What follows belongs to an exercise in optimizing a design on an open flow for small area and a short achievable clock period; a production flow would make more cautious choices. The RTL was checked by simulation tests, not by an equivalence proof against the original design.

willow:
// Axi4SharedSdramCtrl
module Axi4SharedSdramCtrl (
  input               io_axi_arw_valid,
  output              io_axi_arw_ready,
  input      [22:0]   io_axi_arw_payload_addr,
  input      [3:0]    io_axi_arw_payload_id,
  input      [7:0]    io_axi_arw_payload_len,
  input      [2:0]    io_axi_arw_payload_size,
  input      [1:0]    io_axi_arw_payload_burst,
  input               io_axi_arw_payload_write,
  input               io_axi_w_valid,
  output              io_axi_w_ready,
  input      [31:0]   io_axi_w_payload_data,
  input      [3:0]    io_axi_w_payload_strb,
  input               io_axi_w_payload_last,
  output              io_axi_b_valid,
  input               io_axi_b_ready,
  output     [3:0]    io_axi_b_payload_id,
  output     [1:0]    io_axi_b_payload_resp,
  output              io_axi_r_valid,
  input               io_axi_r_ready,
  output     [31:0]   io_axi_r_payload_data,
  output     [3:0]    io_axi_r_payload_id,
  output     [1:0]    io_axi_r_payload_resp,
  output              io_axi_r_payload_last,
  output     [10:0]   io_sdram_ADDR,
  output     [1:0]    io_sdram_BA,
  input      [31:0]   io_sdram_DQ_read,
  output     [31:0]   io_sdram_DQ_write,
  output     [31:0]   io_sdram_DQ_writeEnable,
  output     [3:0]    io_sdram_DQM,
  output              io_sdram_CASn,
  output              io_sdram_CKE,
  output              io_sdram_CSn,
  output              io_sdram_RASn,
  output              io_sdram_WEn,
  input               io_axiClk,
  input               resetCtrl_axiReset
);
For scale: roughly 1400 cells after synthesis, ~17000 um^2 of cells after synthesis.
==> flow/config.mk <==
export PLATFORM = sky130hd
export DESIGN_NAME = Axi4SharedSdramCtrl
export DESIGN_NICKNAME = Axi4SharedSdramCtrl
export VERILOG_FILES = /design/flow/design.v
export SDC_FILE = /design/flow/constraint.sdc
export NUM_CORES = 4
export LEC_CHECK = 0
export CAP_MARGIN = 20
export CORE_MARGIN = 2
export CORE_UTILIZATION = 55
export CTS_BUF_LIST = sky130_fd_sc_hd__clkbuf_16
export CTS_CLUSTER_DIAMETER = 100
export CTS_CLUSTER_SIZE = 30
export SETUP_SLACK_MARGIN = 5
export SLEW_MARGIN = 20
export SYNTH_HIERARCHICAL = 1
export SYNTH_MINIMUM_KEEP_SIZE = 0
==> flow/constraint.sdc <==
create_clock -name core_clock -period 10.0 [get_ports {io_axiClk}]
set_input_delay 2.0000 -clock core_clock [delete_from_list [all_inputs] [get_ports {io_axiClk}]]
set_output_delay 2.0000 -clock core_clock [all_outputs]
set_load 0.01 [all_outputs]
standard.sh (not shown) runs the stock make flow with config.mk's settings and CLKGATE_MAP_FILE= SYNTH_SCRIPT=/design/flow/synth_recipe.tcl, a recipe that flattens the netlist after the stock synthesis.
==> flow/flow/run.sh <==
#!/bin/bash
# Standard ORFS layout (the standard.sh) with two changes:
#  - port buffers are inserted as the smallest plain buffer instead of the
#    default delay-buffer cell; repair_design / repair_timing then size them;
#  - clock tree synthesis without dummy load cells.
set -euo pipefail
bash standard.sh \
  "BUFFER_PORTS_ARGS=-buffer_cell sky130_fd_sc_hd__buf_1" \
  "CTS_ARGS=-sink_clustering_enable -repair_clock_nets -sink_clustering_size 30 -sink_clustering_max_diameter 100 -buf_list sky130_fd_sc_hd__clkbuf_16 -dont_use_dummy_load" \
  finish > standard_make.log 2>&1
willow finished every step from synthesis to the final layout, and the layout passed the timing, DRC and antenna checks.
Changes in harbor relative to willow:
diff --git a/flow/design.v b/flow/design.v
--- a/flow/design.v
+++ b/flow/design.v
@@ -65,29 +65,32 @@
   reg         powerup_done;
   reg  [1:0]  state;
   reg  [3:0]  bank_active;
   reg  [10:0] bank_row0, bank_row1, bank_row2, bank_row3;
   reg         p_valid;
   reg  [2:0]  p_task;
   reg  [1:0]  p_bank;
   reg  [10:0] p_rc;
-  reg  [31:0] p_data;    
+  reg  [31:0] p_data;
   reg  [3:0]  p_mask;
+  reg  [3:0]  p_id;
+  reg         p_last;
   reg         t_read;
   reg  [2:0]  t_write;
   reg  [2:0]  t_pre0, t_pre1, t_pre2, t_pre3;
   reg  [1:0]  t_act0, t_act1, t_act2, t_act3;
   reg  [5:1]  hist;
   reg         cke_int;
   reg         rcke;
   reg  [4:0]  ctx1, ctx2, ctx3, ctx4, ctx5;
-  reg  [31:0] dq_reg;
+  reg  [31:0] dq_in;
   reg  [10:0] sd_addr;
   reg  [1:0]  sd_ba;
+  reg  [31:0] sd_dqw;
   reg         sd_dqwe;
   reg  [3:0]  sd_dqm;
   reg         sd_rasn, sd_casn, sd_wen, sd_csn, sd_cke;
   reg  [36:0] fifo0, fifo1;
   reg         f_push_ptr, f_pop_ptr, f_rising;
   wire        len0      = (io_axi_arw_payload_len == 8'h00);
   wire [1:0]  in_lencode = io_axi_arw_payload_len[3] ? 2'd3 :
                            io_axi_arw_payload_len[2] ? 2'd2 :
@@ -265,18 +268,20 @@
     if (~bank_active[0]) bank_row0 <= r_row;
     if (~bank_active[1]) bank_row1 <= r_row;
     if (~bank_active[2]) bank_row2 <= r_row;
     if (~bank_active[3]) bank_row3 <= r_row;
     if (frr) begin
       p_task <= f_task;
       p_bank <= r_bank;
       p_rc   <= f_rc;
-      p_data <= {io_axi_w_payload_data[31:5], r_write ? io_axi_w_payload_data[4:0] : {r_id, r_last}};
+      p_data <= io_axi_w_payload_data;
       p_mask <= io_axi_w_payload_strb;
+      p_id   <= r_id;
+      p_last <= r_last;
     end
   end
   function bubble_fn(input [2:0] tsk, input [1:0] bank, input br, input bw, input [3:0] bp, input [3:0] ba);
     begin
       case (tsk)
         T_MODE:   bubble_fn = ba[0];
         T_PREALL: bubble_fn = |bp;
         T_PRESGL: bubble_fn = bp[bank];
@@ -376,22 +381,23 @@
       cke_int <= cke_next;
       rcke    <= cke_int;
     end
   end
   always @(posedge clk) begin
     sd_cke <= cke_next;
     if (rcke) begin
       sd_csn <= 1'b0;
-      ctx1 <= p_data[4:0];
+      ctx1 <= {p_id, p_last};
       ctx2 <= ctx1;
       ctx3 <= ctx2;
       ctx4 <= ctx3;
       ctx5 <= ctx4;
-      dq_reg <= c_write ? p_data : io_sdram_DQ_read;
+      dq_in <= io_sdram_DQ_read;
+      sd_dqw <= p_data;
       sd_dqwe <= c_write;
       sd_dqm <= c_write ? ~p_mask : {4{~hist[1]}};
       if (c_valid) begin
         case (p_task)
           T_PREALL: {sd_rasn, sd_casn, sd_wen} <= 3'b010;
           T_REFR:   {sd_rasn, sd_casn, sd_wen} <= 3'b001;
           T_MODE:   {sd_rasn, sd_casn, sd_wen} <= 3'b000;
           T_ACT:    {sd_rasn, sd_casn, sd_wen} <= 3'b011;
@@ -404,32 +410,32 @@
       end
       sd_addr[9:0] <= (p_task == T_MODE) ? 10'h030 : p_rc[9:0];
       sd_addr[10]  <= (p_task == T_PREALL) | ((p_task == T_ACT) & p_rc[10]);
       sd_ba        <= (p_task == T_MODE) ? 2'b00 : p_bank;
     end
   end
   assign io_sdram_ADDR = sd_addr;
   assign io_sdram_BA = sd_ba;
-  assign io_sdram_DQ_write = dq_reg;
+  assign io_sdram_DQ_write = sd_dqw;
   assign io_sdram_DQ_writeEnable = {32{sd_dqwe}};
   assign io_sdram_DQM = sd_dqm;
   assign io_sdram_CSn = sd_csn;
   assign io_sdram_RASn = sd_rasn;
   assign io_sdram_CASn = sd_casn;
   assign io_sdram_WEn = sd_wen;
   assign io_sdram_CKE = sd_cke;
   wire        push_valid = hist[5] & rcke;
   wire        f_match = (f_push_ptr == f_pop_ptr);
   wire        f_empty = f_match & ~f_rising;
   wire        f_full  = f_match & f_rising;
   wire        pushing = push_valid & ~f_full;
   wire        pop_valid = ~f_empty | push_valid;
   wire        popping = pop_valid & io_axi_r_ready;
-  wire [36:0] push_data = {ctx5, dq_reg};
+  wire [36:0] push_data = {ctx5, dq_in};
   wire [36:0] ram_rd = f_pop_ptr ? fifo1 : fifo0;
   wire [36:0] pop_data = f_empty ? push_data : ram_rd;
   always @(posedge clk or posedge rst) begin
     if (rst) begin
       f_push_ptr <= 1'b0;
       f_pop_ptr  <= 1'b0;
       f_rising   <= 1'b0;
     end else begin
### Flow results
- harbor | status: complete | timing, DRC, antenna: pass
- Delta (harbor minus willow): final worst hold slack went up; portion of the clock cycle consumed by the worst path in the final layout decreased by 0.28 points relative to the old numbers; flip-flop and latch count went up by 37.
- Summary of harbor over willow: number of sinks driven by the clock tree shows an increase of about 10%; number of multi-input logic gates decreased by 5.4% relative to the old numbers; multiplexer share of the synthesized area now smaller.

[static timing again, ports no longer ideal]
Ports are ideal in the flow. The routed layouts listed here were re-timed in OpenROAD.
Step 1: set_driving_cell puts a clkbuf_16 on io_axiClk and a buf_2 on each other input, an assumption about the parent block.
Step 2 moves the port delays by t, midway between the first and last clock arrival at a register: inputs arrive t later, outputs are due t later. That takes back most of the time a late clock gives input paths.
Three values: ideal, step 1, step 2; two values: the first two.
run | t, ns | setup slack, ns | hold WS [ns]
willow | 0.547 | 4.723 / 4.673 / 4.559 | 0.406 / 0.406 / 0.406
harbor | 0.555 | 4.751 / 4.703 / 4.703 | 0.417 / 0.417 / 0.417
After both steps setup and hold are still met in every run listed. For willow, which loses most, drivers alone change the setup slack by -0.050 ns; drivers and shift together by -0.164 ns.
